Source: an optimization exercise on an open RTL-to-GDS flow (aim: small area, a short achievable clock period and few clock cycles). Production flows keep margins and buffers that such runs may drop. In this exercise RTL edits were held to simulation tests only and were not proved equivalent to the original. Power figures rest on the tool's default switching activity, not on a simulated workload.

## job 5636
==> flow/design.v <==
module pipelinedPS#(parameter OP_WIDTH  = 4,
                    parameter CV_WIDTH  = 10,
                    parameter HZ_CV_WIDTH  = 10,
                    parameter STATES_WIDTH  = 15,
                    parameter ADDR_WIDTH  = 8,
                    parameter DATA_WIDTH  = 16,
                    parameter REG_WIDTH   = 4,
                    parameter IMM8_WIDTH  = 8,
                    parameter REG_NUM     = 16)
       (
           input  clk,
           input  rst,
           input  start,
           output reg stop_o,
           input   [DATA_WIDTH-1:0]  im_r_data,
           output  [ADDR_WIDTH-1:0]  im_addr,
           output  [ADDR_WIDTH-1:0] dm_addr,
           output  dm_wr,
           input  [DATA_WIDTH-1:0] dm_r_data,
           output [DATA_WIDTH-1:0] dm_w_data
       );
reg  [7:0]  pc;         
reg         run;
reg         vR;
reg  [15:0] ir;
reg         dsR;        
reg         vE;
reg         weE, lwE, swE, jmpzE;
reg         invE;       
reg         sltE, movE;
reg  [3:0]  rdE;
reg  [7:0]  immE;
reg  [15:0] aE, bE;
reg         gapE;       
reg         dsE;
reg         weW;
reg  [3:0]  rdW;
reg  [15:0] valW;
reg  [15:0] rf [0:15];
wire vF = run | start;
wire f_stop  = (im_r_data[15:12] == 4'b0111);
wire f_lwr0  = (im_r_data[15:8] == 8'h00);      
wire [3:0]  op  = ir[15:12];
wire [3:0]  rs  = ir[11:8];
wire [3:0]  rt  = ir[7:4];
wire [3:0]  rd  = ir[3:0];
wire r_lw    = (op == 4'b0000);
wire r_sw    = (op == 4'b0001);
wire r_add   = (op == 4'b0010);
wire r_mov   = (op == 4'b0011);
wire r_sub   = (op == 4'b0100);
wire r_jmpz  = (op == 4'b0101);
wire r_jump  = (op == 4'b0110);
wire r_stop  = (op == 4'b0111);
wire r_addf  = (op == 4'b1000);
wire r_multf = (op == 4'b1001);
wire r_slt   = (op == 4'b1010);
wire r_nop   = (op == 4'b1111);
wire r_we    = r_lw | r_add | r_mov | r_sub | r_addf | r_multf | r_slt;
wire r_rtype = r_add | r_sub | r_multf | r_nop | r_stop | r_jmpz | r_slt;
wire [3:0] r_rd = (r_lw | r_mov) ? rs : rd;
wire r_jumpgo = vR & r_jump & ~f_lwr0;
wire [16:0] sum  = {1'b0, aE} + {1'b0, bE ^ {16{invE}}} + {16'd0, invE};
wire        ltu  = ~sum[16];
wire [15:0] aluout = movE ? {{8{immE[7]}}, immE} :
                     sltE ? {15'd0, ltu} : sum[15:0];
wire e_skip = vE & jmpzE & (aE == 16'd0);    
wire gapR = (vE & lwE & r_rtype & ((rs == rdE) | (rt == rdE))) | (vE & dsE);
wire e_fwd_g = lwE & ~(r_addf & ~gapR);
wire [15:0] resE = e_fwd_g ? dm_r_data : aluout;
wire useW_lw = gapE | gapR;
wire hitE_a = vE & weE & (rdE == rs);
wire hitE_b = vE & weE & (rdE == rt);
wire hitW_a = weW & (rdW == rs);
wire hitW_b = weW & (rdW == rt);
wire [15:0] sel_a = 16'd1 << rs;
wire [15:0] sel_b = 16'd1 << rt;
wire [15:0] rf_a, rf_b;
genvar g, k;
generate
    for (g = 0; g < 16; g = g + 1) begin: rdp
        wire [15:0] col;
        for (k = 0; k < 16; k = k + 1) begin: c
            assign col[k] = rf[k][g];
        end
        rf_rdmux ua (.d(col), .sel(sel_a), .y(rf_a[g]));
        rf_rdmux ub (.d(col), .sel(sel_b), .y(rf_b[g]));
    end
endgenerate
wire ua_E = hitE_a & ~r_lw;
wire ub_E = hitE_b & ~r_lw;
wire ua_W = hitW_a & ~ua_E & (~r_lw | useW_lw);
wire ub_W = hitW_b & ~ub_E & (~r_lw | useW_lw);
wire ua_R = ~ua_E & ~ua_W;
wire ub_R = ~ub_E & ~ub_W;
wire [15:0] a_n = (resE & {16{ua_E}}) | (valW & {16{ua_W}}) | (rf_a & {16{ua_R}});
wire [15:0] b_n = (resE & {16{ub_E}}) | (valW & {16{ub_W}}) | (rf_b & {16{ub_R}});
assign im_addr = pc;
always @(posedge clk) begin
    if (rst) begin
        pc <= 8'd1;
        run <= 1'b0;
        stop_o <= 1'b0;
        vR <= 1'b0;
        vE <= 1'b0;
        weW <= 1'b0;
    end else begin
        if (vF)
            pc <= r_jumpgo ? ir[7:0] : pc + 8'd1;
        run <= vF & ~f_stop;
        stop_o <= vF & f_stop;
        vR <= vF;
        vE <= vR & ~e_skip;
        weW <= vE & weE;
    end
end
always @(posedge clk) begin
    ir    <= im_r_data;
    dsR   <= vR & r_jump;
    weE   <= r_we;
    lwE   <= r_lw;
    swE   <= r_sw;
    jmpzE <= r_jmpz;
    invE  <= r_sub | r_slt;
    sltE  <= r_slt;
    movE  <= r_mov;
    rdE   <= r_rd;
    immE  <= ir[7:0];
    aE    <= a_n;
    bE    <= b_n;
    gapE  <= gapR;
    dsE   <= dsR;
    rdW   <= rdE;
    valW  <= lwE ? dm_r_data : aluout;
end
wire [15:0] rf_wen = {16{rst}} | ({16{weW}} & (16'd1 << rdW));
wire [15:0] rf_wd  = rst ? 16'd0 : valW;
always @(posedge clk) begin: rf_write
    integer i;
    for (i = 0; i < 16; i = i + 1)
        if (rf_wen[i])
            rf[i] <= rf_wd;
end
assign dm_addr   = immE;
assign dm_wr     = vE & swE;
assign dm_w_data = aE;
endmodule
module rf_rdmux(input [15:0] d, input [15:0] sel, output y);
wire [5:0] p;
wire [1:0] q;
genvar k;
generate
    for (k = 0; k < 5; k = k + 1) begin: g
        rf_aoi222 u (.a(d[3*k]), .b(sel[3*k]), .c(d[3*k+1]), .d(sel[3*k+1]),
                     .e(d[3*k+2]), .f(sel[3*k+2]), .y(p[k]));
    end
endgenerate
rf_nand2 u5 (.a(d[15]), .b(sel[15]), .y(p[5]));
rf_nand3 n0 (.a(p[0]), .b(p[1]), .c(p[2]), .y(q[0]));
rf_nand3 n1 (.a(p[3]), .b(p[4]), .c(p[5]), .y(q[1]));
rf_or2   o  (.a(q[0]), .b(q[1]), .y(y));
endmodule
module rf_aoi222(input a, input b, input c, input d, input e, input f, output y);
assign y = ~((a & b) | (c & d) | (e & f));
endmodule
module rf_nand2(input a, input b, output y);
assign y = ~(a & b);
endmodule
module rf_nand3(input a, input b, input c, output y);
assign y = ~(a & b & c);
endmodule
module rf_or2(input a, input b, output y);
assign y = a | b;
endmodule
make LEC_CHECK=0 CAP_MARGIN=20 CORE_MARGIN=2 CORE_UTILIZATION=50 SETUP_SLACK_MARGIN=3.4 SLEW_MARGIN=20 SYNTH_HIERARCHICAL=1 SYNTH_MINIMUM_KEEP_SIZE=0 TNS_END_PERCENT=5 finish   # period 6.0 ns
run.sh (not shown) runs the stock make flow with config.mk's settings and CLKGATE_MAP_FILE= SYNTH_SCRIPT=/design/flow/synth_recipe.tcl, a recipe that flattens the netlist after the stock synthesis.
Job 5636 finished all stages; the layout is clean.
Testbench counts of job 5636, summed over its fixed seeds: cycles 67,337.
diff inputs: job 5636 => job 3157
Settings: TNS_END_PERCENT no longer set, was 5; CORE_UTILIZATION now 55, was 50.
- Looking at critical path endpoint, the dm_w_data[7] result is from job 5636; the bE[7] one comes from job 3157.
- Y dimension of the die for job 3157 is lower than for job 5636.
- Where wire length of the first global-routing pass is concerned, job 5636 is outperformed by job 3157.
- Non-clock buffer count, job 3157 and job 5636: larger value in job 3157
- On clock input transition at the sequential cells of the worst setup and hold paths, job 3157 and job 5636 are basically level.
- [compare] base=job 5636 new=job 3157: count of inverters not on the clock network in the layout stayed essentially flat; weighted congestion at the end of routability-driven global placement rose by 1.0%; routed wire length on met3 stayed essentially flat; delay of the slowest critical-path stage stayed essentially flat; sequential portion of the cell area fell by 0.17 points.
- Against job 5636 as the reference, job 3157 delivers a lower met1 wire length.
- Leakage power for job 3157: 1.5% up relative to job 5636
Setup changes, job 3157 to job 6669
Settings: CTS_BUF_LIST now sky130_fd_sc_hd__clkbuf_4 sky130_fd_sc_hd__clkbuf_8, previously not set; CORE_UTILIZATION now 50, was 55; CTS_CLUSTER_SIZE now 10, previously not set.
### Flow results
Every run in the comparison, job 3157 and job 6669, completed the flow with a clean layout.
Job 6669: worst clock skew on the final layout 0.043 ns above job 3157
Summary of job 6669 over job 3157: number of antenna violations at the first check in global routing shrank by 1; clock latency on the worst-skew pair grew by 0.10 ns.
The post-route cell area in job 6669 sits about 0.7% below the value recorded for job 3157.
Compared with job 3157, job 6669 shows a final cell count without fillers that is 63 higher.
Between job 3157 and job 6669, combinational power decreased.
Summary: total wire length, job 6669 worse than job 3157
diff inputs: job 6669 => job 6964
Settings: clearing CTS_BUF_LIST, which used to be sky130_fd_sc_hd__clkbuf_4 sky130_fd_sc_hd__clkbuf_8; clearing CTS_CLUSTER_SIZE, which used to be 10.
--- outcome ---
Job 6964 reached the end of the flow, and the finished layout is clean on the timing, DRC and antenna checks.
dfxtp_4 as the cell with the largest stage delay on the worst path was reported by job 6669, and a222oi_1 by job 6964.
Status: total track usage parity (job 6964, job 6669)
Synthesized area came out exactly the same in job 6669 and job 6964.
Delta (job 6964 minus job 6669): core utilization went down by 0.21 points; first-pass GRT wire length saw a decrease; sequential share of layout area picked up an extra 0.16 points; final setup slack of the worst path now smaller.
Going from job 6669 to job 6964, number of clock-tree buffers in the layout shrank by more than a quarter.
Job 6964 ends up with a part of the total power dissipated in combinational logic that is 0.7 points lower than in job 6669.
Between job 6669 and job 6964, time the worst path needs with I/O delays and setup is lower for job 6669, job 6964 comes in above that.
Cmp job 6669 and job 6964 / non-clock buffer instance count of the final layout / lower: job 6964
Comparing job 6669 against job 6964, there is no change at all in number of sinks driven by the clock tree.

separate check: timing with driven ports:
Ports are ideal in the flow. The routed layouts listed here were re-timed in OpenROAD.
Step 1 (the two cells are an assumption about what drives the block):
set clk [get_ports {clk}]
set_driving_cell -lib_cell sky130_fd_sc_hd__clkbuf_16 $clk
set_driving_cell -lib_cell sky130_fd_sc_hd__buf_2 [delete_from_list [all_inputs] $clk]
Step 2 times the ports against the registers' clock, not the clock port: input delays grow and output delays shrink by t, the midpoint of the rising clock arrivals with the driver on.
Slacks: ideal ports / drivers / drivers and shift; pairs: ideal ports / drivers.
| run | shift t [ns] | slack for setup (ns) | worst setup path after step 2 |
|---|---|---|---|
| job 5636 | 0.583 | 3.286 / 3.233 / 2.820 | input to register |
| job 3157 | 0.583 | 3.326 / 3.326 / 2.934 | input to register |
| job 6669 | 0.651 | 3.425 / 3.425 / 2.927 | input to register |
| job 6964 | 0.583 | 3.411 / 3.400 / 2.942 | input to register |
After both steps every run listed still meets setup and hold. For job 6669, which loses most, drivers alone change the setup slack by 0.000 ns; drivers and shift together by -0.498 ns.
